This is an optimization exercise on Yosys and OpenROAD, whose aim is small area, not a production implementation. In this exercise RTL edits were held to simulation tests only and were not proved equivalent to the original. Power and IR drop assume default switching activity.

==> flow/design.v <==
module	square_object	(
	input	logic	clk,
	input	logic	resetN,
	input 	logic signed	[10:0] pixelX,
	input 	logic signed	[10:0] pixelY,
	input 	logic signed	[10:0] topLeftX,
	input 	logic	signed [10:0] topLeftY,
	output 	logic	[3:0] row,         
	output 	logic	[3:0] col,         
	output 	logic	[4:0] pix_code,    
	output	logic	drawingRequest     
);
parameter  int OBJECT_WIDTH_X = 512;
parameter  int OBJECT_HEIGHT_Y = 416;
wire [11:0] pXe = {pixelX[10], pixelX}, tXe = {topLeftX[10], topLeftX};
wire [11:0] pYe = {pixelY[10], pixelY}, tYe = {topLeftY[10], topLeftY};
wire [12:0] cX, cY;
wire signed [11:0] dX, dY;
assign cX[0] = 1'b1;
assign cY[0] = 1'b1;
genvar gi;
for (gi = 0; gi < 12; gi++) begin : g_sub
	assign dX[gi] = pXe[gi] ^ ~tXe[gi] ^ cX[gi];
	assign cX[gi+1] = (pXe[gi] & ~tXe[gi]) | (pXe[gi] & cX[gi]) | (~tXe[gi] & cX[gi]);
	assign dY[gi] = pYe[gi] ^ ~tYe[gi] ^ cY[gi];
	assign cY[gi+1] = (pYe[gi] & ~tYe[gi]) | (pYe[gi] & cY[gi]) | (~tYe[gi] & cY[gi]);
end
wire insideBracket = (dX >= 0) && (dX < OBJECT_WIDTH_X) && (dY >= 0) && (dY < OBJECT_HEIGHT_Y);
wire [4:0] code_now;
coin_lut lut (.a({dY[4:0], dX[4:0]}), .q(code_now));
always_ff@(posedge clk or negedge resetN)
begin
	if(!resetN)
		drawingRequest	<=	1'b0;
	else
		drawingRequest	<=	insideBracket;
end
always_ff@(posedge clk)
begin
	row      <= dY[8:5];
	col      <= dX[8:5];
	pix_code <= code_now;
end
endmodule
module coin_lut(a, q);
  input [9:0] a;
  wire [9:0] a;
  output [4:0] q;
  wire [4:0] q;
  wire _000_;
  wire _001_;
  wire _002_;
  wire _003_;
  wire _004_;
  wire _005_;
  wire _006_;
  wire _007_;
  wire _008_;
  wire _009_;
  wire _010_;
  wire _011_;
  wire _012_;
  wire _013_;
  wire _014_;
  wire _015_;
  wire _016_;
  wire _017_;
  wire _018_;
  wire _019_;
  wire _020_;
  wire _021_;
  wire _022_;
  wire _023_;
  wire _024_;
  wire _025_;
  wire _026_;
  wire _027_;
  wire _028_;
  wire _029_;
  wire _030_;
  wire _031_;
  wire _032_;
  wire _033_;
  wire _034_;
  wire _035_;
  wire _036_;
  wire _037_;
  wire _038_;
  wire _039_;
  wire _040_;
  wire _041_;
  wire _042_;
  wire _043_;
  wire _044_;
  wire _045_;
  wire _046_;
  wire _047_;
  wire _048_;
  wire _049_;
  wire _050_;
  wire _051_;
  wire _052_;
  wire _053_;
  wire _054_;
  wire _055_;
  wire _056_;
  wire _057_;
  wire _058_;
  wire _059_;
  wire _060_;
  wire _061_;
  wire _062_;
  wire _063_;
  wire _064_;
  wire _065_;
  wire _066_;
  wire _067_;
  wire _068_;
  wire _069_;
  wire _070_;
  wire _071_;
  wire _072_;
  wire _073_;
  wire _074_;
  wire _075_;
  wire _076_;
  wire _077_;
  wire _078_;
  wire _079_;
  wire _080_;
  wire _081_;
  wire _082_;
  wire _083_;
  wire _084_;
  wire _085_;
  wire _086_;
  wire _087_;
  wire _088_;
  wire _089_;
  wire _090_;
  wire _091_;
  wire _092_;
  wire _093_;
  wire _094_;
  wire _095_;
  wire _096_;
  wire _097_;
  wire _098_;
  wire _099_;
  wire _100_;
  wire _101_;
  wire _102_;
  wire _103_;
  wire _104_;
  wire _105_;
  wire _106_;
  wire _107_;
  wire _108_;
  wire _109_;
  wire _110_;
  wire _111_;
  wire _112_;
  wire _113_;
  wire _114_;
  wire _115_;
  wire _116_;
  wire _117_;
  wire _118_;
  wire _119_;
  wire _120_;
  wire _121_;
  wire _122_;
  wire _123_;
  wire _124_;
  wire _125_;
  wire _126_;
  wire _127_;
  wire _128_;
  wire _129_;
  wire _130_;
  wire _131_;
  wire _132_;
  wire _133_;
  wire _134_;
  wire _135_;
  wire _136_;
  wire _137_;
  wire _138_;
  wire _139_;
  wire _140_;
  wire _141_;
  wire _142_;
  wire _143_;
  wire _144_;
  wire _145_;
  wire _146_;
  wire _147_;
  wire _148_;
  wire _149_;
  wire _150_;
  wire _151_;
  wire _152_;
  wire _153_;
  wire _154_;
  wire _155_;
  wire _156_;
  wire _157_;
  wire _158_;
  wire _159_;
  wire _160_;
  wire _161_;
  wire _162_;
  wire _163_;
  wire _164_;
  wire _165_;
  wire _166_;
  wire _167_;
  wire _168_;
  wire _169_;
  wire _170_;
  wire _171_;
  wire _172_;
  wire _173_;
  wire _174_;
  wire _175_;
  wire _176_;
  wire _177_;
  wire _178_;
  wire _179_;
  wire _180_;
  wire _181_;
  wire _182_;
  wire _183_;
  wire _184_;
  wire _185_;
  wire _186_;
  wire _187_;
  wire _188_;
  wire _189_;
  wire _190_;
  wire _191_;
  wire _192_;
  wire _193_;
  wire _194_;
  wire _195_;
  wire _196_;
  wire _197_;
  wire _198_;
  wire _199_;
  wire _200_;
  wire _201_;
  wire _202_;
  wire _203_;
  wire _204_;
  wire _205_;
  wire _206_;
  wire _207_;
  wire _208_;
  wire _209_;
  wire _210_;
  wire _211_;
  wire _212_;
  wire _213_;
  wire _214_;
  wire _215_;
  wire _216_;
  wire _217_;
  wire _218_;
  wire _219_;
  wire _220_;
  wire _221_;
  wire _222_;
  wire _223_;
  wire _224_;
  wire _225_;
  wire _226_;
  wire _227_;
  wire _228_;
  wire _229_;
  wire _230_;
  wire _231_;
  wire _232_;
  wire _233_;
  wire _234_;
  wire _235_;
  wire _236_;
  wire _237_;
  wire _238_;
  wire _239_;
  assign _059_ = 4'h8 >> a[6:5];
  assign _070_ = 4'h4 >> a[8:7];
  assign _081_ = 4'h4 >> a[4:3];
  assign _092_ = 4'h8 >> { a[1], a[2] };
  assign _102_ = 4'h8 >> a[1:0];
  assign _113_ = 4'h1 >> { _102_, a[2] };
  assign _124_ = 4'h2 >> { _113_, a[5] };
  assign _134_ = 4'h1 >> { _124_, _092_ };
  assign _145_ = 4'h2 >> { _134_, a[6] };
  assign _156_ = 4'h2 >> { _145_, _081_ };
  assign _166_ = 4'h2 >> { a[1], a[6] };
  assign _167_ = 4'h1 >> { _166_, _113_ };
  assign _168_ = 4'h2 >> { _167_, a[5] };
  assign _169_ = 4'h2 >> a[4:3];
  assign _170_ = 4'h4 >> { a[1], a[6] };
  assign _171_ = 4'h1 >> { _170_, a[2] };
  assign _172_ = 4'h4 >> { a[0], a[6] };
  assign _173_ = 4'h2 >> { _172_, _171_ };
  assign _174_ = 4'h2 >> { _173_, _169_ };
  assign _175_ = 4'h4 >> { _174_, _168_ };
  assign _176_ = 4'h1 >> a[1:0];
  assign _177_ = 4'h8 >> { _176_, a[4] };
  assign _178_ = 4'h1 >> a[6:5];
  assign _179_ = 4'h4 >> { _178_, a[2] };
  assign _180_ = 4'h8 >> { _179_, _177_ };
  assign _181_ = 4'h1 >> { _180_, _175_ };
  assign _182_ = 4'h4 >> { _181_, _156_ };
  assign _183_ = 4'h2 >> { _182_, _070_ };
  assign _184_ = 4'h2 >> { a[1], a[4] };
  assign _185_ = 4'h4 >> { _184_, a[2] };
  assign _186_ = 4'h4 >> { _092_, a[4] };
  assign _187_ = 4'h1 >> { _186_, _185_ };
  assign _188_ = 4'h1 >> { _187_, a[3] };
  assign _189_ = 4'h4 >> { _188_, _102_ };
  assign _190_ = 4'h8 >> { _102_, a[3] };
  assign _191_ = 4'h8 >> { _190_, a[4] };
  assign _192_ = 4'h1 >> { _191_, _189_ };
  assign _193_ = 4'h1 >> { _192_, a[6] };
  assign _194_ = 4'h4 >> a[3:2];
  assign _195_ = 4'h1 >> { a[0], a[4] };
  assign _196_ = 4'h2 >> { a[1], a[5] };
  assign _197_ = 4'h8 >> { _196_, _195_ };
  assign _198_ = 4'h4 >> a[1:0];
  assign _199_ = 4'h8 >> { _196_, a[0] };
  assign _200_ = 4'h1 >> { _199_, _198_ };
  assign _201_ = 4'h2 >> { a[0], a[5] };
  assign _202_ = 4'h2 >> { _201_, a[4] };
  assign _203_ = 4'h4 >> { _202_, _200_ };
  assign _204_ = 4'h1 >> { _203_, _197_ };
  assign _205_ = 4'h2 >> { _204_, _194_ };
  assign _206_ = 4'h8 >> { _205_, a[0] };
  assign _207_ = 4'h1 >> { _206_, _193_ };
  assign _208_ = 4'h1 >> { _207_, _172_ };
  assign _209_ = 4'h8 >> { a[0], a[5] };
  assign _210_ = 4'h1 >> { _209_, a[6] };
  assign _211_ = 4'h1 >> { _169_, _081_ };
  assign _212_ = 4'h4 >> { _211_, _184_ };
  assign _213_ = 4'h4 >> { _212_, _210_ };
  assign _214_ = 4'h2 >> { _213_, a[7] };
  assign _215_ = 4'h4 >> { _214_, _208_ };
  assign _216_ = 4'h1 >> { _178_, _059_ };
  assign _217_ = 4'h8 >> { _190_, a[2] };
  assign _218_ = 4'h4 >> { _217_, _216_ };
  assign _219_ = 4'h1 >> a[3:2];
  assign _220_ = 4'h1 >> { _219_, a[7] };
  assign _221_ = 4'h4 >> { _220_, _218_ };
  assign _222_ = 4'h1 >> { _221_, _215_ };
  assign _223_ = 4'h1 >> { _194_, _186_ };
  assign _224_ = 4'h8 >> { _223_, _211_ };
  assign _225_ = 4'h1 >> { _224_, _222_ };
  assign _226_ = 4'h4 >> { _216_, a[1] };
  assign _227_ = 4'h8 >> { _178_, a[1] };
  assign _228_ = 4'h1 >> { _227_, _102_ };
  assign _229_ = 4'h4 >> { _228_, _226_ };
  assign _230_ = 4'h2 >> { _229_, _081_ };
  assign _231_ = 4'h1 >> { _230_, _225_ };
  assign _232_ = 4'h4 >> a[9:8];
  assign _233_ = 4'h4 >> { _232_, _231_ };
  assign _234_ = 4'h1 >> { _233_, _183_ };
  assign _235_ = 4'h1 >> { _234_, _059_ };
  assign _236_ = 4'h4 >> { a[0], a[5] };
  assign _237_ = 4'h8 >> { _236_, _169_ };
  assign _238_ = 4'h1 >> { _188_, a[8] };
  assign _239_ = 4'h1 >> { _238_, a[0] };
  assign _000_ = 4'h1 >> { _239_, a[7] };
  assign _001_ = 4'h2 >> { _175_, a[8] };
  assign _002_ = 4'h1 >> { _001_, _000_ };
  assign _003_ = 4'h1 >> { _002_, _237_ };
  assign _004_ = 4'h1 >> { _176_, _172_ };
  assign _005_ = 4'h4 >> { _004_, a[4] };
  assign _006_ = 4'h2 >> { _102_, _059_ };
  assign _007_ = 4'h1 >> { _006_, _171_ };
  assign _008_ = 4'h4 >> { _007_, _005_ };
  assign _009_ = 4'h8 >> { _008_, _188_ };
  assign _010_ = 4'h2 >> { _009_, a[7] };
  assign _011_ = 4'h2 >> { _010_, a[1] };
  assign _012_ = 4'h1 >> { _011_, _205_ };
  assign _013_ = 4'h2 >> { _012_, a[9] };
  assign _014_ = 4'h4 >> { _013_, _003_ };
  assign _015_ = 4'h4 >> { _014_, _235_ };
  assign _016_ = 4'h1 >> { _201_, _194_ };
  assign _017_ = 4'h2 >> { _016_, _193_ };
  assign _018_ = 4'h1 >> { a[0], a[5] };
  assign _019_ = 4'h8 >> { _018_, a[6] };
  assign _020_ = 4'h8 >> { _019_, _188_ };
  assign _021_ = 4'h1 >> { _020_, _017_ };
  assign _022_ = 4'h8 >> a[8:7];
  assign _023_ = 4'h4 >> { _022_, a[9] };
  assign _024_ = 4'h4 >> { _023_, _124_ };
  assign _025_ = 4'h4 >> { _024_, _021_ };
  assign _026_ = 4'h8 >> { _205_, _070_ };
  assign _027_ = 4'h1 >> { _237_, _081_ };
  assign _028_ = 4'h1 >> { _019_, _176_ };
  assign _029_ = 4'h2 >> { _028_, a[2] };
  assign _030_ = 4'h2 >> { _166_, a[0] };
  assign _031_ = 4'h8 >> { _030_, _171_ };
  assign _032_ = 4'h1 >> { _031_, _029_ };
  assign _033_ = 4'h1 >> { _032_, _027_ };
  assign _034_ = 4'h2 >> a[8:7];
  assign _035_ = 4'h8 >> { _169_, a[2] };
  assign _036_ = 4'h8 >> { _035_, _176_ };
  assign _037_ = 4'h8 >> { _081_, a[2] };
  assign _038_ = 4'h8 >> { _037_, _198_ };
  assign _039_ = 4'h1 >> { _038_, a[5] };
  assign _040_ = 4'h4 >> { _039_, _036_ };
  assign _041_ = 4'h2 >> { _040_, _034_ };
  assign _042_ = 4'h8 >> { _041_, _033_ };
  assign _043_ = 4'h1 >> { _042_, _026_ };
  assign _044_ = 4'h2 >> { _043_, _216_ };
  assign _045_ = 4'h4 >> { _044_, a[9] };
  assign _046_ = 4'h1 >> { _045_, _025_ };
  assign q[3] = 4'hb >> { _046_, _015_ };
  assign _047_ = 4'h2 >> { _176_, a[2] };
  assign _048_ = 4'h2 >> { _113_, _081_ };
  assign _049_ = 4'h4 >> { _048_, _047_ };
  assign _050_ = 4'h8 >> { _198_, a[2] };
  assign _051_ = 4'h8 >> { _050_, _169_ };
  assign _052_ = 4'h1 >> { _051_, a[6] };
  assign _053_ = 4'h4 >> { _052_, _049_ };
  assign _054_ = 4'h1 >> { _053_, a[9] };
  assign _055_ = 4'h1 >> { _054_, _015_ };
  assign _056_ = 4'h8 >> { _037_, _102_ };
  assign _057_ = 4'h8 >> { _194_, a[1] };
  assign _058_ = 4'h8 >> { _057_, _195_ };
  assign _060_ = 4'h1 >> { _058_, _056_ };
  assign _061_ = 4'h8 >> { _060_, _059_ };
  assign _062_ = 4'h2 >> { _061_, _041_ };
  assign _063_ = 4'h8 >> { _209_, _070_ };
  assign _064_ = 4'h8 >> { _063_, _188_ };
  assign _065_ = 4'h1 >> { _064_, _062_ };
  assign _066_ = 4'h1 >> { _065_, _055_ };
  assign _067_ = 4'h4 >> { _219_, a[0] };
  assign _068_ = 4'h1 >> { _067_, _217_ };
  assign _069_ = 4'h2 >> { _068_, a[6] };
  assign _071_ = 4'h8 >> { _069_, _203_ };
  assign _072_ = 4'h1 >> { _071_, _017_ };
  assign _073_ = 4'h2 >> { _072_, _023_ };
  assign _074_ = 4'h2 >> { _202_, a[6] };
  assign _075_ = 4'h8 >> { _074_, _189_ };
  assign _076_ = 4'h2 >> { _188_, _172_ };
  assign _077_ = 4'h1 >> { _076_, _236_ };
  assign _078_ = 4'h4 >> { _077_, _075_ };
  assign _079_ = 4'h1 >> { _018_, _081_ };
  assign _080_ = 4'h1 >> { _037_, a[8] };
  assign _082_ = 4'h4 >> { _080_, _079_ };
  assign _083_ = 4'h4 >> { _082_, _078_ };
  assign _084_ = 4'h2 >> a[6:5];
  assign _085_ = 4'h4 >> { _084_, _060_ };
  assign _086_ = 4'h1 >> { _085_, _033_ };
  assign _087_ = 4'h2 >> { _184_, a[8] };
  assign _088_ = 4'h4 >> { _087_, _086_ };
  assign _089_ = 4'h1 >> { _088_, _083_ };
  assign _090_ = 4'h4 >> { a[9], a[7] };
  assign _091_ = 4'h4 >> { _090_, _089_ };
  assign _093_ = 4'h1 >> { _091_, _073_ };
  assign q[2] = 4'hb >> { _093_, _066_ };
  assign _094_ = 4'h8 >> { _193_, _181_ };
  assign _095_ = 4'h2 >> { _069_, _022_ };
  assign _096_ = 4'h4 >> { _095_, _094_ };
  assign _097_ = 4'h4 >> { _194_, _124_ };
  assign _098_ = 4'h4 >> { _034_, _178_ };
  assign _099_ = 4'h4 >> { _098_, _097_ };
  assign _100_ = 4'h1 >> { _050_, _195_ };
  assign _101_ = 4'h1 >> { _100_, a[6] };
  assign _103_ = 4'h8 >> { _236_, _092_ };
  assign _104_ = 4'h1 >> { _103_, _172_ };
  assign _105_ = 4'h1 >> { _104_, _186_ };
  assign _106_ = 4'h1 >> { _105_, _101_ };
  assign _107_ = 4'h8 >> { _106_, _099_ };
  assign _108_ = 4'h1 >> { _107_, _070_ };
  assign _109_ = 4'h4 >> { _194_, a[1] };
  assign _110_ = 4'h4 >> { _109_, a[6] };
  assign _111_ = 4'h1 >> { _110_, _212_ };
  assign _112_ = 4'h4 >> { _111_, _108_ };
  assign _114_ = 4'h1 >> { _006_, _196_ };
  assign _115_ = 4'h2 >> { _195_, a[8] };
  assign _116_ = 4'h4 >> { _115_, _114_ };
  assign _117_ = 4'h4 >> { _116_, _193_ };
  assign _118_ = 4'h1 >> { _117_, _112_ };
  assign _119_ = 4'h4 >> { _118_, _096_ };
  assign _120_ = 4'h1 >> { _119_, _224_ };
  assign _121_ = 4'h4 >> { _120_, a[9] };
  assign _122_ = 4'h2 >> { _121_, _234_ };
  assign _123_ = 4'h1 >> { _120_, a[9] };
  assign q[1] = 4'h1 >> { _123_, _122_ };
  assign _125_ = 4'h2 >> { _200_, _193_ };
  assign _126_ = 4'h2 >> { _125_, _232_ };
  assign _127_ = 4'h4 >> { _008_, _177_ };
  assign _128_ = 4'h2 >> { _127_, _099_ };
  assign _129_ = 4'h1 >> { _128_, _126_ };
  assign _130_ = 4'h1 >> { _017_, _213_ };
  assign _131_ = 4'h2 >> { _130_, a[7] };
  assign _132_ = 4'h1 >> { _192_, a[5] };
  assign _133_ = 4'h8 >> { _132_, _213_ };
  assign _135_ = 4'h1 >> { _133_, _131_ };
  assign _136_ = 4'h4 >> { _135_, _129_ };
  assign _137_ = 4'h2 >> { a[0], a[3] };
  assign _138_ = 4'h2 >> { _137_, _059_ };
  assign _139_ = 4'h8 >> { _137_, _166_ };
  assign _140_ = 4'h1 >> { _139_, _109_ };
  assign _141_ = 4'h4 >> { _140_, _138_ };
  assign _142_ = 4'h2 >> { _033_, _178_ };
  assign _143_ = 4'h1 >> { _142_, a[9] };
  assign _144_ = 4'h4 >> { _143_, _044_ };
  assign _146_ = 4'h1 >> { _144_, _141_ };
  assign _147_ = 4'h2 >> { _178_, a[9] };
  assign _148_ = 4'h4 >> { _147_, _060_ };
  assign _149_ = 4'h2 >> { _212_, _070_ };
  assign _150_ = 4'h4 >> { _149_, _148_ };
  assign _151_ = 4'h4 >> { _150_, _146_ };
  assign _152_ = 4'h8 >> { _132_, _004_ };
  assign _153_ = 4'h1 >> { _067_, _191_ };
  assign _154_ = 4'h2 >> { _153_, _084_ };
  assign _155_ = 4'h2 >> { _154_, _023_ };
  assign _157_ = 4'h4 >> { _155_, _075_ };
  assign _158_ = 4'h4 >> { _157_, _152_ };
  assign _159_ = 4'h1 >> { _158_, _151_ };
  assign _160_ = 4'h4 >> { _159_, _136_ };
  assign q[0] = 4'he >> { _160_, _224_ };
  assign _161_ = 4'h1 >> { _059_, a[7] };
  assign _162_ = 4'h2 >> { _178_, a[7] };
  assign _163_ = 4'h1 >> { _162_, _161_ };
  assign _164_ = 4'h8 >> { _163_, _191_ };
  assign _165_ = 4'h1 >> { _164_, _123_ };
  assign q[4] = 4'h1 >> { _165_, _122_ };
endmodule
module random 	
 ( 
	input	logic  clk,
	input	logic  resetN, 
	input	logic	 rise,
	output logic unsigned [SIZE_BITS-1:0] dout	
  ) ;
parameter SIZE_BITS = 8;
parameter unsigned MIN_VAL = 0;   
parameter unsigned MAX_VAL = 255;
	logic unsigned  [SIZE_BITS-1:0] counter ;
	logic rise_d  ;
always_ff @(posedge clk or negedge resetN) begin
		if (!resetN) begin
			dout <= (MAX_VAL+MIN_VAL)/2;
			counter <= MIN_VAL;
			rise_d <= 1'b0;
		end
		else begin
			counter <= counter+1;
			if ( counter >= MAX_VAL )  
				counter <=  MIN_VAL ;  
			rise_d <= rise;
			if (rise && !rise_d)  
				dout <= counter;
		end
	end
endmodule
module GridMatrixBitMap (
	input  logic       clk,
	input  logic       resetN,
	input  logic [3:0] row,
	input  logic [3:0] col,
	input  logic [4:0] pix_code,
	input  logic       in_box,
	input  logic       random,
	input  logic       coin_collision,
	output logic       drawingRequest,
	output logic [7:0] RGBout,
	output logic       coin_collect
);
localparam logic [255:0] M0COIN = 256'b0000000000000000000000000000000000000000000000001111011111110101111101101111010111110001111101011111011111110111111101100011111011000110001111101100000000000000111111111011111011111110111000001111111010111110111111101011111011111110100000111111111000001111;
localparam logic [255:0] M1COIN = 256'b0000000000000000000000000000000000000000000000001111011011110111111101101111011111110000111101111111011111110111111101100011111011000111001111101100000000111110111111111011111011111111101111101111111110111110111111111011111011111111100000011111111111111111;
localparam logic [255:0] M0WALL = 256'b0000000000000000000000000000000000000000000000000000100000001010000010010000101000001110000010100000100000001000000010011100000100111001110000010011111111111111000000000100000100000001000111110000000101000001000000010100000100000001011111000000000111110000;
localparam logic [255:0] M1WALL = 256'b0000000000000000000000000000000000000000000000000000100100001000000010010000100000001111000010000000100000001000000010011100000100111000110000010011111111000001000000000100000100000000010000010000000001000001000000000100000100000000011111100000000000000000;
logic random_cs;    
logic valid;        
logic [164:0] eaten;
logic [4:0] out_code;
wire  [7:0] cidx = {row, col};
wire [12:0] rsel;
wire [15:0] csel;
genvar gi;
for (gi = 0; gi < 13; gi++) begin : g_r assign rsel[gi] = (row == gi); end
for (gi = 0; gi < 16; gi++) begin : g_c assign csel[gi] = (col == gi); end
wire [12:0] row_eaten;
assign row_eaten[0] = (csel[0] & ~eaten[0]) | (csel[1] & ~eaten[1]) | (csel[2] & ~eaten[2]) | (csel[3] & ~eaten[3]) | (csel[4] & ~eaten[4]) | (csel[5] & ~eaten[5]) | (csel[6] & ~eaten[6]) | (csel[7] & ~eaten[7]) | (csel[8] & ~eaten[8]) | (csel[9] & ~eaten[9]) | (csel[10] & ~eaten[10]) | (csel[11] & ~eaten[11]) | (csel[12] & ~eaten[12]) | (csel[13] & ~eaten[13]) | (csel[14] & ~eaten[14]) | (csel[15] & ~eaten[15]);
assign row_eaten[1] = (csel[0] & ~eaten[16]) | (csel[1] & ~eaten[17]) | (csel[7] & ~eaten[18]) | (csel[8] & ~eaten[19]) | (csel[9] & ~eaten[20]) | (csel[10] & ~eaten[21]) | (csel[11] & ~eaten[22]) | (csel[12] & ~eaten[23]) | (csel[13] & ~eaten[24]) | (csel[14] & ~eaten[25]) | (csel[15] & ~eaten[26]);
assign row_eaten[2] = (csel[1] & ~eaten[27]) | (csel[2] & ~eaten[28]) | (csel[3] & ~eaten[29]) | (csel[4] & ~eaten[30]) | (csel[5] & ~eaten[31]) | (csel[7] & ~eaten[32]) | (csel[8] & ~eaten[33]) | (csel[9] & ~eaten[34]) | (csel[10] & ~eaten[35]) | (csel[11] & ~eaten[36]) | (csel[12] & ~eaten[37]) | (csel[13] & ~eaten[38]) | (csel[14] & ~eaten[39]) | (csel[15] & ~eaten[40]);
assign row_eaten[3] = (csel[1] & ~eaten[41]) | (csel[2] & ~eaten[42]) | (csel[3] & ~eaten[43]) | (csel[4] & ~eaten[44]) | (csel[5] & ~eaten[45]) | (csel[7] & ~eaten[46]) | (csel[8] & ~eaten[47]) | (csel[9] & ~eaten[48]) | (csel[10] & ~eaten[49]) | (csel[11] & ~eaten[50]) | (csel[12] & ~eaten[51]) | (csel[13] & ~eaten[52]) | (csel[14] & ~eaten[53]) | (csel[15] & ~eaten[54]);
assign row_eaten[4] = (csel[1] & ~eaten[55]) | (csel[2] & ~eaten[56]) | (csel[3] & ~eaten[57]) | (csel[4] & ~eaten[58]) | (csel[5] & ~eaten[59]) | (csel[6] & ~eaten[60]) | (csel[7] & ~eaten[61]) | (csel[8] & ~eaten[62]) | (csel[9] & ~eaten[63]) | (csel[10] & ~eaten[64]) | (csel[11] & ~eaten[65]) | (csel[12] & ~eaten[66]) | (csel[13] & ~eaten[67]) | (csel[14] & ~eaten[68]) | (csel[15] & ~eaten[69]);
assign row_eaten[5] = (csel[1] & ~eaten[70]) | (csel[2] & ~eaten[71]) | (csel[3] & ~eaten[72]) | (csel[4] & ~eaten[73]) | (csel[5] & ~eaten[74]) | (csel[7] & ~eaten[75]) | (csel[8] & ~eaten[76]) | (csel[9] & ~eaten[77]) | (csel[10] & ~eaten[78]) | (csel[11] & ~eaten[79]) | (csel[12] & ~eaten[80]) | (csel[13] & ~eaten[81]) | (csel[14] & ~eaten[82]) | (csel[15] & ~eaten[83]);
assign row_eaten[6] = (csel[1] & ~eaten[84]) | (csel[2] & ~eaten[85]) | (csel[3] & ~eaten[86]) | (csel[4] & ~eaten[87]) | (csel[5] & ~eaten[88]) | (csel[14] & ~eaten[89]) | (csel[15] & ~eaten[90]);
assign row_eaten[7] = (csel[1] & ~eaten[91]) | (csel[2] & ~eaten[92]) | (csel[3] & ~eaten[93]) | (csel[4] & ~eaten[94]) | (csel[5] & ~eaten[95]) | (csel[8] & ~eaten[96]) | (csel[9] & ~eaten[97]) | (csel[10] & ~eaten[98]) | (csel[14] & ~eaten[99]) | (csel[15] & ~eaten[100]);
assign row_eaten[8] = (csel[1] & ~eaten[101]) | (csel[2] & ~eaten[102]) | (csel[3] & ~eaten[103]) | (csel[4] & ~eaten[104]) | (csel[5] & ~eaten[105]) | (csel[9] & ~eaten[106]) | (csel[10] & ~eaten[107]) | (csel[12] & ~eaten[108]) | (csel[13] & ~eaten[109]) | (csel[14] & ~eaten[110]) | (csel[15] & ~eaten[111]);
assign row_eaten[9] = (csel[0] & ~eaten[112]) | (csel[1] & ~eaten[113]) | (csel[2] & ~eaten[114]) | (csel[4] & ~eaten[115]) | (csel[5] & ~eaten[116]) | (csel[6] & ~eaten[117]) | (csel[7] & ~eaten[118]) | (csel[8] & ~eaten[119]) | (csel[9] & ~eaten[120]) | (csel[10] & ~eaten[121]) | (csel[12] & ~eaten[122]) | (csel[13] & ~eaten[123]) | (csel[14] & ~eaten[124]) | (csel[15] & ~eaten[125]);
assign row_eaten[10] = (csel[0] & ~eaten[126]) | (csel[1] & ~eaten[127]) | (csel[2] & ~eaten[128]) | (csel[4] & ~eaten[129]) | (csel[5] & ~eaten[130]) | (csel[6] & ~eaten[131]) | (csel[7] & ~eaten[132]) | (csel[8] & ~eaten[133]) | (csel[12] & ~eaten[134]) | (csel[13] & ~eaten[135]) | (csel[14] & ~eaten[136]) | (csel[15] & ~eaten[137]);
assign row_eaten[11] = (csel[0] & ~eaten[138]) | (csel[1] & ~eaten[139]) | (csel[2] & ~eaten[140]) | (csel[4] & ~eaten[141]) | (csel[5] & ~eaten[142]) | (csel[6] & ~eaten[143]) | (csel[7] & ~eaten[144]) | (csel[9] & ~eaten[145]) | (csel[10] & ~eaten[146]) | (csel[12] & ~eaten[147]) | (csel[13] & ~eaten[148]) | (csel[14] & ~eaten[149]) | (csel[15] & ~eaten[150]);
assign row_eaten[12] = (csel[0] & ~eaten[151]) | (csel[1] & ~eaten[152]) | (csel[2] & ~eaten[153]) | (csel[4] & ~eaten[154]) | (csel[5] & ~eaten[155]) | (csel[6] & ~eaten[156]) | (csel[7] & ~eaten[157]) | (csel[8] & ~eaten[158]) | (csel[9] & ~eaten[159]) | (csel[10] & ~eaten[160]) | (csel[12] & ~eaten[161]) | (csel[13] & ~eaten[162]) | (csel[14] & ~eaten[163]) | (csel[15] & ~eaten[164]);
wire eaten_sel = |(rsel & row_eaten);
wire coin_m  = random_cs ? M1COIN[cidx] : M0COIN[cidx];
wire wall_m  = random_cs ? M1WALL[cidx] : M0WALL[cidx];
wire is_coin = in_box & ~eaten_sel & coin_m;
wire is_wall = in_box & ~eaten_sel & wall_m;
wire eat     = is_coin & coin_collision;
wire clr     = ~valid | (random != random_cs);
wire [12:0] wrow = rsel & {13{eat}};
always_ff @(posedge clk) begin
	coin_collect <= eat;
	eaten[0] <= (eaten[0] | clr) & ~(wrow[0] & csel[0]);
	eaten[1] <= (eaten[1] | clr) & ~(wrow[0] & csel[1]);
	eaten[2] <= (eaten[2] | clr) & ~(wrow[0] & csel[2]);
	eaten[3] <= (eaten[3] | clr) & ~(wrow[0] & csel[3]);
	eaten[4] <= (eaten[4] | clr) & ~(wrow[0] & csel[4]);
	eaten[5] <= (eaten[5] | clr) & ~(wrow[0] & csel[5]);
	eaten[6] <= (eaten[6] | clr) & ~(wrow[0] & csel[6]);
	eaten[7] <= (eaten[7] | clr) & ~(wrow[0] & csel[7]);
	eaten[8] <= (eaten[8] | clr) & ~(wrow[0] & csel[8]);
	eaten[9] <= (eaten[9] | clr) & ~(wrow[0] & csel[9]);
	eaten[10] <= (eaten[10] | clr) & ~(wrow[0] & csel[10]);
	eaten[11] <= (eaten[11] | clr) & ~(wrow[0] & csel[11]);
	eaten[12] <= (eaten[12] | clr) & ~(wrow[0] & csel[12]);
	eaten[13] <= (eaten[13] | clr) & ~(wrow[0] & csel[13]);
	eaten[14] <= (eaten[14] | clr) & ~(wrow[0] & csel[14]);
	eaten[15] <= (eaten[15] | clr) & ~(wrow[0] & csel[15]);
	eaten[16] <= (eaten[16] | clr) & ~(wrow[1] & csel[0]);
	eaten[17] <= (eaten[17] | clr) & ~(wrow[1] & csel[1]);
	eaten[18] <= (eaten[18] | clr) & ~(wrow[1] & csel[7]);
	eaten[19] <= (eaten[19] | clr) & ~(wrow[1] & csel[8]);
	eaten[20] <= (eaten[20] | clr) & ~(wrow[1] & csel[9]);
	eaten[21] <= (eaten[21] | clr) & ~(wrow[1] & csel[10]);
	eaten[22] <= (eaten[22] | clr) & ~(wrow[1] & csel[11]);
	eaten[23] <= (eaten[23] | clr) & ~(wrow[1] & csel[12]);
	eaten[24] <= (eaten[24] | clr) & ~(wrow[1] & csel[13]);
	eaten[25] <= (eaten[25] | clr) & ~(wrow[1] & csel[14]);
	eaten[26] <= (eaten[26] | clr) & ~(wrow[1] & csel[15]);
	eaten[27] <= (eaten[27] | clr) & ~(wrow[2] & csel[1]);
	eaten[28] <= (eaten[28] | clr) & ~(wrow[2] & csel[2]);
	eaten[29] <= (eaten[29] | clr) & ~(wrow[2] & csel[3]);
	eaten[30] <= (eaten[30] | clr) & ~(wrow[2] & csel[4]);
	eaten[31] <= (eaten[31] | clr) & ~(wrow[2] & csel[5]);
	eaten[32] <= (eaten[32] | clr) & ~(wrow[2] & csel[7]);
	eaten[33] <= (eaten[33] | clr) & ~(wrow[2] & csel[8]);
	eaten[34] <= (eaten[34] | clr) & ~(wrow[2] & csel[9]);
	eaten[35] <= (eaten[35] | clr) & ~(wrow[2] & csel[10]);
	eaten[36] <= (eaten[36] | clr) & ~(wrow[2] & csel[11]);
	eaten[37] <= (eaten[37] | clr) & ~(wrow[2] & csel[12]);
	eaten[38] <= (eaten[38] | clr) & ~(wrow[2] & csel[13]);
	eaten[39] <= (eaten[39] | clr) & ~(wrow[2] & csel[14]);
	eaten[40] <= (eaten[40] | clr) & ~(wrow[2] & csel[15]);
	eaten[41] <= (eaten[41] | clr) & ~(wrow[3] & csel[1]);
	eaten[42] <= (eaten[42] | clr) & ~(wrow[3] & csel[2]);
	eaten[43] <= (eaten[43] | clr) & ~(wrow[3] & csel[3]);
	eaten[44] <= (eaten[44] | clr) & ~(wrow[3] & csel[4]);
	eaten[45] <= (eaten[45] | clr) & ~(wrow[3] & csel[5]);
	eaten[46] <= (eaten[46] | clr) & ~(wrow[3] & csel[7]);
	eaten[47] <= (eaten[47] | clr) & ~(wrow[3] & csel[8]);
	eaten[48] <= (eaten[48] | clr) & ~(wrow[3] & csel[9]);
	eaten[49] <= (eaten[49] | clr) & ~(wrow[3] & csel[10]);
	eaten[50] <= (eaten[50] | clr) & ~(wrow[3] & csel[11]);
	eaten[51] <= (eaten[51] | clr) & ~(wrow[3] & csel[12]);
	eaten[52] <= (eaten[52] | clr) & ~(wrow[3] & csel[13]);
	eaten[53] <= (eaten[53] | clr) & ~(wrow[3] & csel[14]);
	eaten[54] <= (eaten[54] | clr) & ~(wrow[3] & csel[15]);
	eaten[55] <= (eaten[55] | clr) & ~(wrow[4] & csel[1]);
	eaten[56] <= (eaten[56] | clr) & ~(wrow[4] & csel[2]);
	eaten[57] <= (eaten[57] | clr) & ~(wrow[4] & csel[3]);
	eaten[58] <= (eaten[58] | clr) & ~(wrow[4] & csel[4]);
	eaten[59] <= (eaten[59] | clr) & ~(wrow[4] & csel[5]);
	eaten[60] <= (eaten[60] | clr) & ~(wrow[4] & csel[6]);
	eaten[61] <= (eaten[61] | clr) & ~(wrow[4] & csel[7]);
	eaten[62] <= (eaten[62] | clr) & ~(wrow[4] & csel[8]);
	eaten[63] <= (eaten[63] | clr) & ~(wrow[4] & csel[9]);
	eaten[64] <= (eaten[64] | clr) & ~(wrow[4] & csel[10]);
	eaten[65] <= (eaten[65] | clr) & ~(wrow[4] & csel[11]);
	eaten[66] <= (eaten[66] | clr) & ~(wrow[4] & csel[12]);
	eaten[67] <= (eaten[67] | clr) & ~(wrow[4] & csel[13]);
	eaten[68] <= (eaten[68] | clr) & ~(wrow[4] & csel[14]);
	eaten[69] <= (eaten[69] | clr) & ~(wrow[4] & csel[15]);
	eaten[70] <= (eaten[70] | clr) & ~(wrow[5] & csel[1]);
	eaten[71] <= (eaten[71] | clr) & ~(wrow[5] & csel[2]);
	eaten[72] <= (eaten[72] | clr) & ~(wrow[5] & csel[3]);
	eaten[73] <= (eaten[73] | clr) & ~(wrow[5] & csel[4]);
	eaten[74] <= (eaten[74] | clr) & ~(wrow[5] & csel[5]);
	eaten[75] <= (eaten[75] | clr) & ~(wrow[5] & csel[7]);
	eaten[76] <= (eaten[76] | clr) & ~(wrow[5] & csel[8]);
	eaten[77] <= (eaten[77] | clr) & ~(wrow[5] & csel[9]);
	eaten[78] <= (eaten[78] | clr) & ~(wrow[5] & csel[10]);
	eaten[79] <= (eaten[79] | clr) & ~(wrow[5] & csel[11]);
	eaten[80] <= (eaten[80] | clr) & ~(wrow[5] & csel[12]);
	eaten[81] <= (eaten[81] | clr) & ~(wrow[5] & csel[13]);
	eaten[82] <= (eaten[82] | clr) & ~(wrow[5] & csel[14]);
	eaten[83] <= (eaten[83] | clr) & ~(wrow[5] & csel[15]);
	eaten[84] <= (eaten[84] | clr) & ~(wrow[6] & csel[1]);
	eaten[85] <= (eaten[85] | clr) & ~(wrow[6] & csel[2]);
	eaten[86] <= (eaten[86] | clr) & ~(wrow[6] & csel[3]);
	eaten[87] <= (eaten[87] | clr) & ~(wrow[6] & csel[4]);
	eaten[88] <= (eaten[88] | clr) & ~(wrow[6] & csel[5]);
	eaten[89] <= (eaten[89] | clr) & ~(wrow[6] & csel[14]);
	eaten[90] <= (eaten[90] | clr) & ~(wrow[6] & csel[15]);
	eaten[91] <= (eaten[91] | clr) & ~(wrow[7] & csel[1]);
	eaten[92] <= (eaten[92] | clr) & ~(wrow[7] & csel[2]);
	eaten[93] <= (eaten[93] | clr) & ~(wrow[7] & csel[3]);
	eaten[94] <= (eaten[94] | clr) & ~(wrow[7] & csel[4]);
	eaten[95] <= (eaten[95] | clr) & ~(wrow[7] & csel[5]);
	eaten[96] <= (eaten[96] | clr) & ~(wrow[7] & csel[8]);
	eaten[97] <= (eaten[97] | clr) & ~(wrow[7] & csel[9]);
	eaten[98] <= (eaten[98] | clr) & ~(wrow[7] & csel[10]);
	eaten[99] <= (eaten[99] | clr) & ~(wrow[7] & csel[14]);
	eaten[100] <= (eaten[100] | clr) & ~(wrow[7] & csel[15]);
	eaten[101] <= (eaten[101] | clr) & ~(wrow[8] & csel[1]);
	eaten[102] <= (eaten[102] | clr) & ~(wrow[8] & csel[2]);
	eaten[103] <= (eaten[103] | clr) & ~(wrow[8] & csel[3]);
	eaten[104] <= (eaten[104] | clr) & ~(wrow[8] & csel[4]);
	eaten[105] <= (eaten[105] | clr) & ~(wrow[8] & csel[5]);
	eaten[106] <= (eaten[106] | clr) & ~(wrow[8] & csel[9]);
	eaten[107] <= (eaten[107] | clr) & ~(wrow[8] & csel[10]);
	eaten[108] <= (eaten[108] | clr) & ~(wrow[8] & csel[12]);
	eaten[109] <= (eaten[109] | clr) & ~(wrow[8] & csel[13]);
	eaten[110] <= (eaten[110] | clr) & ~(wrow[8] & csel[14]);
	eaten[111] <= (eaten[111] | clr) & ~(wrow[8] & csel[15]);
	eaten[112] <= (eaten[112] | clr) & ~(wrow[9] & csel[0]);
	eaten[113] <= (eaten[113] | clr) & ~(wrow[9] & csel[1]);
	eaten[114] <= (eaten[114] | clr) & ~(wrow[9] & csel[2]);
	eaten[115] <= (eaten[115] | clr) & ~(wrow[9] & csel[4]);
	eaten[116] <= (eaten[116] | clr) & ~(wrow[9] & csel[5]);
	eaten[117] <= (eaten[117] | clr) & ~(wrow[9] & csel[6]);
	eaten[118] <= (eaten[118] | clr) & ~(wrow[9] & csel[7]);
	eaten[119] <= (eaten[119] | clr) & ~(wrow[9] & csel[8]);
	eaten[120] <= (eaten[120] | clr) & ~(wrow[9] & csel[9]);
	eaten[121] <= (eaten[121] | clr) & ~(wrow[9] & csel[10]);
	eaten[122] <= (eaten[122] | clr) & ~(wrow[9] & csel[12]);
	eaten[123] <= (eaten[123] | clr) & ~(wrow[9] & csel[13]);
	eaten[124] <= (eaten[124] | clr) & ~(wrow[9] & csel[14]);
	eaten[125] <= (eaten[125] | clr) & ~(wrow[9] & csel[15]);
	eaten[126] <= (eaten[126] | clr) & ~(wrow[10] & csel[0]);
	eaten[127] <= (eaten[127] | clr) & ~(wrow[10] & csel[1]);
	eaten[128] <= (eaten[128] | clr) & ~(wrow[10] & csel[2]);
	eaten[129] <= (eaten[129] | clr) & ~(wrow[10] & csel[4]);
	eaten[130] <= (eaten[130] | clr) & ~(wrow[10] & csel[5]);
	eaten[131] <= (eaten[131] | clr) & ~(wrow[10] & csel[6]);
	eaten[132] <= (eaten[132] | clr) & ~(wrow[10] & csel[7]);
	eaten[133] <= (eaten[133] | clr) & ~(wrow[10] & csel[8]);
	eaten[134] <= (eaten[134] | clr) & ~(wrow[10] & csel[12]);
	eaten[135] <= (eaten[135] | clr) & ~(wrow[10] & csel[13]);
	eaten[136] <= (eaten[136] | clr) & ~(wrow[10] & csel[14]);
	eaten[137] <= (eaten[137] | clr) & ~(wrow[10] & csel[15]);
	eaten[138] <= (eaten[138] | clr) & ~(wrow[11] & csel[0]);
	eaten[139] <= (eaten[139] | clr) & ~(wrow[11] & csel[1]);
	eaten[140] <= (eaten[140] | clr) & ~(wrow[11] & csel[2]);
	eaten[141] <= (eaten[141] | clr) & ~(wrow[11] & csel[4]);
	eaten[142] <= (eaten[142] | clr) & ~(wrow[11] & csel[5]);
	eaten[143] <= (eaten[143] | clr) & ~(wrow[11] & csel[6]);
	eaten[144] <= (eaten[144] | clr) & ~(wrow[11] & csel[7]);
	eaten[145] <= (eaten[145] | clr) & ~(wrow[11] & csel[9]);
	eaten[146] <= (eaten[146] | clr) & ~(wrow[11] & csel[10]);
	eaten[147] <= (eaten[147] | clr) & ~(wrow[11] & csel[12]);
	eaten[148] <= (eaten[148] | clr) & ~(wrow[11] & csel[13]);
	eaten[149] <= (eaten[149] | clr) & ~(wrow[11] & csel[14]);
	eaten[150] <= (eaten[150] | clr) & ~(wrow[11] & csel[15]);
	eaten[151] <= (eaten[151] | clr) & ~(wrow[12] & csel[0]);
	eaten[152] <= (eaten[152] | clr) & ~(wrow[12] & csel[1]);
	eaten[153] <= (eaten[153] | clr) & ~(wrow[12] & csel[2]);
	eaten[154] <= (eaten[154] | clr) & ~(wrow[12] & csel[4]);
	eaten[155] <= (eaten[155] | clr) & ~(wrow[12] & csel[5]);
	eaten[156] <= (eaten[156] | clr) & ~(wrow[12] & csel[6]);
	eaten[157] <= (eaten[157] | clr) & ~(wrow[12] & csel[7]);
	eaten[158] <= (eaten[158] | clr) & ~(wrow[12] & csel[8]);
	eaten[159] <= (eaten[159] | clr) & ~(wrow[12] & csel[9]);
	eaten[160] <= (eaten[160] | clr) & ~(wrow[12] & csel[10]);
	eaten[161] <= (eaten[161] | clr) & ~(wrow[12] & csel[12]);
	eaten[162] <= (eaten[162] | clr) & ~(wrow[12] & csel[13]);
	eaten[163] <= (eaten[163] | clr) & ~(wrow[12] & csel[14]);
	eaten[164] <= (eaten[164] | clr) & ~(wrow[12] & csel[15]);
end
always_ff @(posedge clk or negedge resetN) begin
	if (!resetN) begin
		out_code  <= 5'd0;    
		random_cs <= 1'b0;
		valid     <= 1'b0;
	end else begin
		valid     <= 1'b1;
		random_cs <= random;
		if (is_wall)
			out_code <= 5'd20;    
		else if (is_coin)
			out_code <= pix_code;
		else
			out_code <= 5'd1;    
	end
end
always_comb begin
	case (out_code)
		5'd0: RGBout = 8'h00;
		5'd1: RGBout = 8'hff;
		5'd2: RGBout = 8'hf0;
		5'd3: RGBout = 8'hf5;
		5'd4: RGBout = 8'h20;
		5'd5: RGBout = 8'h64;
		5'd6: RGBout = 8'hf4;
		5'd7: RGBout = 8'hd1;
		5'd8: RGBout = 8'hf1;
		5'd9: RGBout = 8'h6d;
		5'd10: RGBout = 8'h24;
		5'd11: RGBout = 8'had;
		5'd12: RGBout = 8'hda;
		5'd13: RGBout = 8'hac;
		5'd14: RGBout = 8'hdf;
		5'd15: RGBout = 8'hb6;
		5'd16: RGBout = 8'h84;
		5'd17: RGBout = 8'hb1;
		5'd18: RGBout = 8'h8d;
		5'd19: RGBout = 8'hdb;
		5'd20: RGBout = 8'h03;
		default: RGBout = 8'hff;
	endcase
end
assign drawingRequest = (out_code != 5'd1);
endmodule
module	HART_DISPLAY	(
					input	logic	clk,
					input	logic	resetN,
					input	logic	[10:0] pixelX,
					input	logic	[10:0] pixelY,
					input	logic	[10:0] topLeftX,
					input	logic	[10:0] topLeftY,
					input	logic	coin_collision,
					input	logic	star,
					output	logic	[7:0] hartRGB,
					output	logic	HartDrawingRequest,
					output	logic	coin_collect
);
logic	[3:0] row;
logic	[3:0] col;
logic	[4:0] pix_code;
logic	boxHartDrawingRequest;
logic	rand_bit;
square_object #(
	.OBJECT_WIDTH_X(512),
	.OBJECT_HEIGHT_Y(416)
) inst11 (
	.clk(clk),
	.resetN(resetN),
	.pixelX(pixelX),
	.pixelY(pixelY),
	.topLeftX(topLeftX),
	.topLeftY(topLeftY),
	.row(row),
	.col(col),
	.pix_code(pix_code),
	.drawingRequest(boxHartDrawingRequest)
);
random #(
	.SIZE_BITS(1),
	.MIN_VAL(0),
	.MAX_VAL(1)
) inst1 (
	.clk(clk),
	.resetN(resetN),
	.rise(star),
	.dout(rand_bit)
);
GridMatrixBitMap inst (
	.clk(clk),
	.resetN(resetN),
	.row(row),
	.col(col),
	.pix_code(pix_code),
	.in_box(boxHartDrawingRequest),
	.random(rand_bit),
	.coin_collision(coin_collision),
	.drawingRequest(HartDrawingRequest),
	.RGBout(hartRGB),
	.coin_collect(coin_collect)
);
endmodule
==> flow/flow/run.sh <==
#!/bin/bash
# Layout flow: the standard ORFS flow, except that
#  - synthesis maps the logic with an area-oriented abc script (flow/abc_area.script)
#    instead of ORFS's delay-oriented one; everything else in synthesis (the
#    registers, their names and cells) is the standard synthesis;
#  - port buffers are buf_1 cells.
# Each step's output goes to a log file here (and ORFS's own logs under orfs/logs).
set -euo pipefail
W=$(pwd)
ABC_SCRIPT=$W/flow/abc_area.script

# synthesis script: synth_recipe.tcl, sourcing a copy of ORFS's synth.tcl whose
# abc call uses our script (abc_args starts with "-script <ORFS script>")
sed 's|log_cmd abc {\*}$abc_args|log_cmd abc -script '"$ABC_SCRIPT"' {*}[lrange $abc_args 2 end]|' \
  "$FLOW_HOME/scripts/synth.tcl" > "$W/synth_area.tcl"
grep -q "abc -script $ABC_SCRIPT" "$W/synth_area.tcl"
sed 's|\$::env(SCRIPTS_DIR)/synth.tcl|'"$W"'/synth_area.tcl|' synth_recipe.tcl > "$W/flow_synth.tcl"
grep -q "$W/synth_area.tcl" "$W/flow_synth.tcl"

bash standard.sh SYNTH_SCRIPT="$W/flow_synth.tcl" synth > "$W/synth.log" 2>&1
bash standard.sh BUFFER_PORTS_ARGS="-buffer_cell sky130_fd_sc_hd__buf_1" finish > "$W/layout.log" 2>&1
==> flow/flow/abc_area.script <==
strash
dch
amap
topo
==> flow/standard.sh <==
#!/bin/bash
# synth_recipe.tcl (not shown) runs the flow's synth.tcl, then flattens the netlist and writes it again
# the make line also repeats each setting of config.mk as NAME=value (left out here)
make -C /OpenROAD-flow-scripts/flow DESIGN_CONFIG=/design/flow/config.mk WORK_HOME=/design/flow/orfs CLKGATE_MAP_FILE= SYNTH_SCRIPT=/design/flow/synth_recipe.tcl "${@:-finish}"
==> flow/config.mk <==
export PLATFORM = sky130hd
export DESIGN_NAME = HART_DISPLAY
export DESIGN_NICKNAME = HART_DISPLAY
export VERILOG_FILES = /design/flow/design.v
export SDC_FILE = /design/flow/constraint.sdc
export NUM_CORES = 4
export LEC_CHECK = 0
export CAP_MARGIN = 20
export CORE_MARGIN = 2
export CORE_UTILIZATION = 40
export CTS_BUF_LIST = sky130_fd_sc_hd__clkbuf_16
export CTS_CLUSTER_SIZE = 30
export SLEW_MARGIN = 20
==> flow/constraint.sdc <==
create_clock -name core_clock -period 10.0 [get_ports {clk}]
set_input_delay 2.0000 -clock core_clock [delete_from_list [all_inputs] [get_ports {clk}]]
set_output_delay 2.0000 -clock core_clock [all_outputs]
set_load 0.01 [all_outputs]
==> metrics list, run 1 <==
* Detailed-router iteration count before antenna repair: 5
- Lkg Pwr: between 3 and 4 nW
* Flip-flop and latch count after synthesis: 190
- Worst hold path class: reg2reg
- The number of antenna violations at the first check in global routing was 0.
- Data on the critical path is required at its endpoint by about 10000 ps.
- The number of different library cells used by synthesis comes to 47.
- The flow ran to the end and the layout has no timing, DRC or antenna violations.
- Syn nets: roughly 1000
* Hold_ws: around 450 ps
- Total Routed Length: 23.9 mm
- In this run, the number of DRC markers left after iteration 0 of detailed routing was 560.
- Area overhead of the layout relative to synthesis: 15.3%
- Area of the core: around 22000 um^2
- The number of antenna diodes in the final layout is 0.
- Setup repair after global routing left no endpoint under its margin.
- Average via count per standard cell: 5.96
- The worst setup path is captured at a flop.
- The initial utilization of the core area, before any placement, comes to 0.405.
- Weighted congestion reported at the end of routability-driven placement: 0.956
- After detailed routing, the number of remaining DRC violations is 0.
- CTS placed an instance of clkbuf_16 at the clock tree root.
- In this run, CTS created clock tree buffers numbering 17.
- The total count of max-transition violations in the final report came to 0.
- Start point of the critical path: pixelX[0]
- The floorplan has 54 rows.
- Arrival time at the worst endpoint: approximately 7000 ps
* Area used by sequential logic in the layout: between 3000 and 4000 um^2
- Max Root-Sink Buffers: 2
- By startpoint and endpoint, the worst setup path is classified as in2reg.
- Net count reported at finish: between 1000 and 1500
- STA classifies the critical path startpoint as a primary input.
- Clock latency of the later-clocked register in the worst-skew pair: about 440 ps
- Dominant synthesized flop cell: dfxtp_1
- After routing, the total negative slack on setup checks comes to 0 ps.
- The via count of the first global-routing pass was between 7000 and 8000.
- Clock-pin slew was measured on the worst setup and hold paths at ~70 ps.
* Filler cell count: between 2000 and 2500
* Share of post-route cells with drive strength above 1: 0.0469
* Actual slew at the worst max-slew pin: about 1000 ps
- Of all flip-flops after synthesis, the portion carrying an async set or reset was 0.0579.
- Number of I/O pins: 58
- Counting every sink on the clock net gives 190.
* Post-DP HPWL: between 15 and 20 mm
- In this run the most critical hold path is launched from inst11.pix_code[2].
- In the finished design, the share of the clock period the worst path needs comes to 0.668.
* Chip width: around 150 um
- In this run the critical register-to-register path is launched from inst11.col[3].
- Endpoints failing hold: 0
- Tmin final: between 6000 and 7000 ps
* Syn Std Cell Area: slightly below 9000 um^2
- Power density of the placed cells: roughly 190 nW/um^2
- The H-tree generated during clock tree synthesis spans 4 levels.
- Synthesized netlist cell count: approximately 940
* Utilization after layout: 0.467
* Sequential cell area fraction in the yosys report: 0.440
- Including well taps, the total number of placed cells is 1292.
* Final instance count without filler cells: 1324
* Total routing usage reported by global routing: 0.208
- Worst clock skew on the final layout: between 15 and 20 ps
- Final setup violation count: 0
- Number of maximum-capacitance violations: 0
* TritonCTS clock tree: done
- The routed layout has 7890 vias.
- Post-cts resize count: 0
- Number of flops mapped to enable cells by yosys: 0
* Multi-input combinational cell area: between 4000 and 5000 um^2
- Number of I/O port buffers: between 50 and 60
* Antenna-violating nets left: 0
* Max-Slew Margin vs Limit: 0.302
- Crit Path Max Fanout: 6
- In this run the post-CTS setup repair buffer count came out at 0.
* Worst vdd ir: around 120 uV
- Total global routing overflow: 0
- Synthesis warning total: 3
* Avg Synthesized Cell Area: about 9.4 um^2
- Die height: 152 um
* First-pass GRT wire length: between 30 and 40 mm
* DR WL/cell: between 15 and 20 um
* Post-CTS Hold Fix Bufs: 0
* Die ar.: 23100 um^2
- Max Clk Rate: approximately 150 MHz
- Entering global routing, the biggest net connects 100 pins.
[synthesized netlist by cell type (all sizes together) (5+ instances only)]
master,number,share of area
dfrtp,11,0.031
o21a,7,0.0060
ha,21,0.030
nand2,37,0.016
a31oi,6,0.0043
nand3,13,0.0074
o22ai,53,0.038
nor3,27,0.015
nor4,23,0.016
or3,7,0.0050
dfxtp,179,0.41
a311oi,8,0.0080
o21ai,33,0.019
o2111ai,5,0.0050
o221ai,9,0.0090
nor2,139,0.059
nand4,8,0.0057
fa,21,0.048
a21oi,18,0.010
clkinv,92,0.039
o22a,172,0.17
[path summary, 6_finish.rpt]
path,cells past startpoint,end,slack (ps)
max reg2reg,14,inst.eaten[59],3600
min,2,inst.out_code[2],450
min in group asynchronous,1,inst11.drawingRequest,1590
max,25,inst11.pix_code[2],3320
min reg2reg,2,inst.out_code[2],450
max in group asynchronous,1,inst.valid,7960
[metal layers]
metal | routed length (um) | track usage | share of wire | vias to the layer above
li1 | - | - | - | 3771
met1 | 11400 | 0.295 | 0.48 | 3791
met2 | 10600 | 0.323 | 0.44 | 280
met3 | 1340 | 0.0356 | 0.056 | 48
met4 | 543 | 0.0676 | 0.023 | 0
met5 | 0 | 0 | 0 | -
[cell families after synthesis]
logic type / synth area share
fa+ha+maj: 0.0778
compound gates: 0.307
other cells: 0.000427
flops: 0.440
buf+inv: 0.0393
simple gates: 0.136
[power breakdown]
group | leakage [nW] | switching [mW] | internal [mW] | total [mW]
Clock | 0.309 | 0.340 | 0.367 | 0.707
Sequential | 1.59 | 0.0237 | 0.772 | 0.796
Combinational | 1.29 | 0.272 | 0.115 | 0.387
Total | 3.19 | 0.636 | 1.25 | 1.89
[per-stage QoR]
stage	power [mW]	setup WS, ps	instance area (um^2)
global placement	1.20	2970	9480
floorplan	1.06	2720	8780
finish	1.89	3320	10100
CTS	1.90	3390	10100
detailed placement	1.19	2930	9480
global route	1.98	2900	10100
[registers in the layout, summed over array words and instances, names as in the netlist]
name / cells
inst1.rise_d: 1
inst.valid: 1
inst1.dout: 1
inst1.counter: 1
inst.out_code: 5
inst11.drawingRequest: 1
inst.eaten: 165
inst.coin_collect: 1
inst11.col: 4
inst11.row: 4
inst.random_cs: 1
inst11.pix_code: 5
[area by class of cell]
| type | instances | share of cell area |
|---|---|---|
| clock buffers | 17 | 0.0420 |
| clock inverters | 15 | 0.0213 |
| inverters | 92 | 0.0341 |
| multi-input cells | 657 | 0.454 |
| flip-flops and latches | 190 | 0.381 |
| well taps | 280 | 0.0346 |
| repair buffers | 73 | 0.0330 |
[worst max-delay path, stage by stage]
cell and delay, ps:
buf_1 70, clkinv_1 40, ha_1 130, clkinv_1 70
fa_1 380, fa_1 390, fa_1 390, fa_1 550
clkinv_1 140, nor2_1 70, clkinv_1 70, nor2_1 50
o21ai_0 500, clkinv_1 250, a21oi_1 220, nor2_1 120
a31oi_1 180, nor2_1 60, o21ai_0 160, a22oi_1 100
o32a_1 330, o2111ai_1 220, o21ai_0 120, a222oi_1 280
clkinv_1 100
[layout by cell type (no fill, tap or decap), drive strengths merged, types with 2 or more instances in the layout]
master,instances
nand4,8
o32a,4
a22oi,3
or3,7
nor4,23
dfrtp,11
a311oi,8
o221ai,9
dfxtp,179
a221oi,3
clkinv,100
o21a,7
nor3b,2
a31oi,6
nor2b,3
nand2,37
nor2,139
o2111ai,5
buf,73
clkbuf,17
o32ai,4
o221a,2
a211oi,4
ha,21
o22ai,53
a32oi,4
nand3,13
a21oi,18
inv,6
nor3,27
fa,21
or2,4
o22a,172
o21ai,33
nor4b,2
==> run 2: changes to the inputs <==
--- a/flow/config.mk
+++ b/flow/config.mk
@@ -10,4 +10,2 @@
 export CORE_UTILIZATION = 40
-export CTS_BUF_LIST = sky130_fd_sc_hd__clkbuf_16
-export CTS_CLUSTER_SIZE = 30
 export SLEW_MARGIN = 20
==> run 2 against run 1 <==
Core utilization stayed put. Worst setup slack stayed put. Maximum frequency stayed put. Critical endpoint unchanged. Highest routed layer unchanged. Critical path depth stayed put.
==> metrics list, run 2 <==
- Setup violations remaining at the end of the flow were counted as 0.
- Entering global routing, the biggest net connects 100 pins.
- Area of the core: between 20000 and 25000 um^2
* Overall via count from detail_route: between 7000 and 8000
- The cell count after synthesis came out at approximately 940.
- For this run, asynchronously set or reset flops after synthesis account for 0.0579.
- The initialized floorplan defines 54 standard-cell rows.
- In this run the power density over the cells is 187 nW/um^2.
- Dominant synthesized flop cell: dfxtp_1
* Net count reported at finish: 1121
- In this run the cell area of the synthesized design comes to slightly below 9000 um^2.
* Total Routed Length: 23.9 mm
- In the final layout, the share of cells above drive strength 1 is 0.0469.
- A synthesized cell averages ~9.4 um^2.
- Lkg Pwr: 3.19 nW
- Post-cts resize count: 0
- The number of failing hold endpoints at the final stage was 0.
- The flow ran to the end and the layout has no timing, DRC or antenna violations.
- Worst hold path class: reg2reg
- By startpoint and endpoint, the worst setup path is classified as in2reg.
- Max-slew violation count: 0
* Most frequent cells in the layout: dfxtp_1, o22a_1, nor2_1, clkinv_1, buf_1
- In this run the worst path has a maximum fanout of 6.
- After routing the design area is between 10000 and 15000 um^2.
- Sequential cell area fraction in the yosys report: 0.440
- Counting instances in the post-synthesis netlist gives the leading cell types as dfxtp_1, o22a_1, nor2_1, clkinv_1, o22ai_1.
- Max-Slew Margin vs Limit: 0.302
- CP bufs+invs: 7
- More flip-flops sit in one register than any other, and that register is inst.eaten.
- The first global-routing pass estimated just under 40 mm of wire.
- At the later pin of the worst-skew pair, clock insertion delay measures ~440 ps.
* Largest cells by area after synthesis: dfxtp_1, o22a_1, nor2_1, fa_1, clkinv_1
- For this run, the share of the core covered by cells in the final layout is 0.467.
- Of the total synthesized cell area, the portion taken by AND, OR, NAND and NOR gates is 0.136.
- At the end of routability-driven placement, the weighted congestion stood at 0.956.
- In this run the post-CTS setup repair buffer count came out at 0.
* Max reg flops: 165
- Worst vdd ir: roughly 120 uV
- Once routing completed, OpenROAD measured the worst setup slack at roughly 3300 ps.
- By area, the combinational part of the netlist is dominated by compound AO/OA/AOI/OAI gates.
- Most frequently used cell type in the post-synthesis netlist: dfxtp_1
- Number of antenna violations at the first check in global routing: 0
- Total global routing overflow: 0
* Kind of launch point of the worst setup path: primary input
- Number of flops mapped to enable cells by yosys: 0
- Dividing the final minimum period by the clock period gives 0.668.
- The number of antenna diodes in the final layout is 0.
* Accumulated negative setup slack: 0 ps
* H-tree depth reported by CTS: 4
- After detailed routing, the number of vias per cell comes to around 6.0.
- Of the total synthesized cell area, the portion taken by XOR and XNOR cells is 0.
* Category of cells accounting for the largest share of critical-path delay: compound AO/OA/AOI/OAI gates
- The clock arrives with between 15 and 20 ps of skew.
* Remaining design rule violation count: 0
* Actual slew at the worst max-slew pin: 1050 ps
- Of the total synthesized cell area, the portion taken by full adders, half adders and majority gates is 0.0778.
- Die ar.: 23100 um^2
- The largest total area in the synthesized netlist belongs to dfxtp_1.
- Subtracting the final worst setup slack from the clock period gives between 6000 and 7000 ps.
- CTS clk-pin slew, worst paths: around 70 ps
* Area overhead of the layout relative to synthesis: 15.3%
- Number of maximum-capacitance violations: 0
* Post-CTS Hold Fix Bufs: 0
* Starting DRT DRC Count: 560
- Registers with the highest flip-flop counts: inst.eaten: 165 flops, inst.out_code: 5 flops, inst11.pix_code: 5 flops
- Max Root-Sink Buffers: 2
- For this run, the top clock speed supported by timing is 150 MHz.
* Total routing usage reported by global routing: 0.208
- Data on the critical path arrives at its endpoint at 6990 ps.
- Unique cell type count in the Yosys netlist: between 40 and 50
- The design draws 1.89 mW.
- Antenna-violating nets left: 0
- Setup repair after global routing left no endpoint under its margin.
- CTS Sinks: between 150 and 200
- Cell with the largest stage delay on the worst path: fa_1
- Chip width: 152 um
- slightly below 60 I/O pins were placed.
* Total clock buffers created by CTS: 17
- Clock Tree Root: clkbuf_16
- Timing analysis after detailed placement gives a worst setup slack of roughly 2900 ps.
- The initial utilization of the core area, before any placement, comes to 0.405.
- The library cell used most frequently in the layout, excluding fill and tap cells, is dfxtp_1.
- The share of synthesized area in the top cell type comes to 0.408.
- Area of placed instances: 9480 um^2
- The die is ~150 um tall.
* Post-DP HPWL: 16.3 mm
- After detailed routing, the average wire length per cell comes to 18.1 um.
- When the netlist entered floorplanning its net count stood at between 1000 and 1500.
- Port buffering added 57 buffers.
* Vias in the first global route: roughly 7400
- Synthesis inferred 190 register bits.
* Post-synthesis mux area share: 0
- Detailed-router iteration count before antenna repair: 5
- Cell seen most often among critical-path stages: clkinv_1
- Max incr delay on CP: between 500 and 600 ps
- TritonCTS clock tree: done
* Synthesis warning total: 3
- For the worst setup path, the data required time is 10320 ps.
- Share of the synthesized area in compound gates (AO/OA/AOI/OAI): 0.307
- STA classifies the critical path endpoint as a flop.
==> run 2: cell counts after synthesis <==
No cell type changed its count.
==> run 2: cell families after synthesis <==
family                     count (synthesis)
AOI/OAI and AO/OA                        347
and+or+nand+nor                          267
DFF                                      190
buffers and inverters                     92
adders and majority gates                 42
other                                      1
==> run 2: routing by layer <==
layer  part of all wire  GRT usage
met5                  0          0
met2               0.44      0.323
met4              0.023     0.0676
met3              0.056     0.0356
met1               0.48      0.295
==> run 2: worst paths after layout <==
| path | endpoint | cells after the start | start | slack [ps] |
|---|---|---|---|---|
| setup / recovery | inst11.pix_code[2] | 25 | pixelX[0] | 3320 |
| hold / removal | inst.out_code[2] | 2 | inst11.pix_code[2] | 450 |
| setup reg to reg | inst.eaten[59] | 14 | inst11.col[3] | 3600 |
| hold reg to reg | inst.out_code[2] | 2 | inst11.pix_code[2] | 450 |
| max in group asynchronous | inst.valid | 1 | resetN | 7960 |
| min in group asynchronous | inst11.drawingRequest | 1 | resetN | 1590 |
==> run 2: per-stage QoR <==
step | hold WS (ps) | instances
CTS | 454 | 1324
detailed placement | 441 | 1292
global route | 464 | 1324
finish | 446 | 1324
global placement | 429 | 1292
floorplan | 382 | 939
==> run 2: power by group <==
part,total [mW],switching (mW),internal [mW]
sequential,0.796,0.0237,0.772
clock,0.707,0.340,0.367
combinational,0.387,0.272,0.115
==> run 2: tightest hold or removal path: cells and delay by family, from the launching register on <==
family / cells / cell delay [ps]
buffers and inverters: 1 / 30
AOI/OAI and AO/OA: 1 / 70
DFF: 1 / 300
==> run 2: final cells by class <==
type                    count  area, um^2
clock buffers              17         425
multi-input cells         657        4590
well taps                 280         350
inverters                  92         345
repair buffers             73         334
clock inverters            15         215
flip-flops and latches    190        3860
fillers                  2112       11600

-- re-timing with driven ports --
In the flow no input, the clock included, has a driving cell. The finished layouts below were timed again as built, in two steps.
Step 1 assumes that a clkbuf_16 drives the clock port and a buf_2 every other input.
Step 2 adds t to the input delays and takes it off the output delays; t is the mean of the earliest and latest rising clock arrival at the registers after step 1. Input paths then give back, and output paths get back, about the clock's delay inside the block.
a / b / c = ideal / step 1 / step 2; a / b = the first two.
| run | shift t [ns] | slack for setup (ns) | worst setup path after step 2 | latest minus earliest clock arrival (ns) | pins driven straight from the clock port |
|---|---|---|---|---|---|
| run 1 | 0.476 | 3.322 / 3.347 / 2.871 | input to register | 0.017 / 0.017 | 1 |
| run 2 | 0.476 | 3.322 / 3.347 / 2.871 | input to register | 0.017 / 0.017 | 1 |
After both steps setup and hold are still met in every run listed.
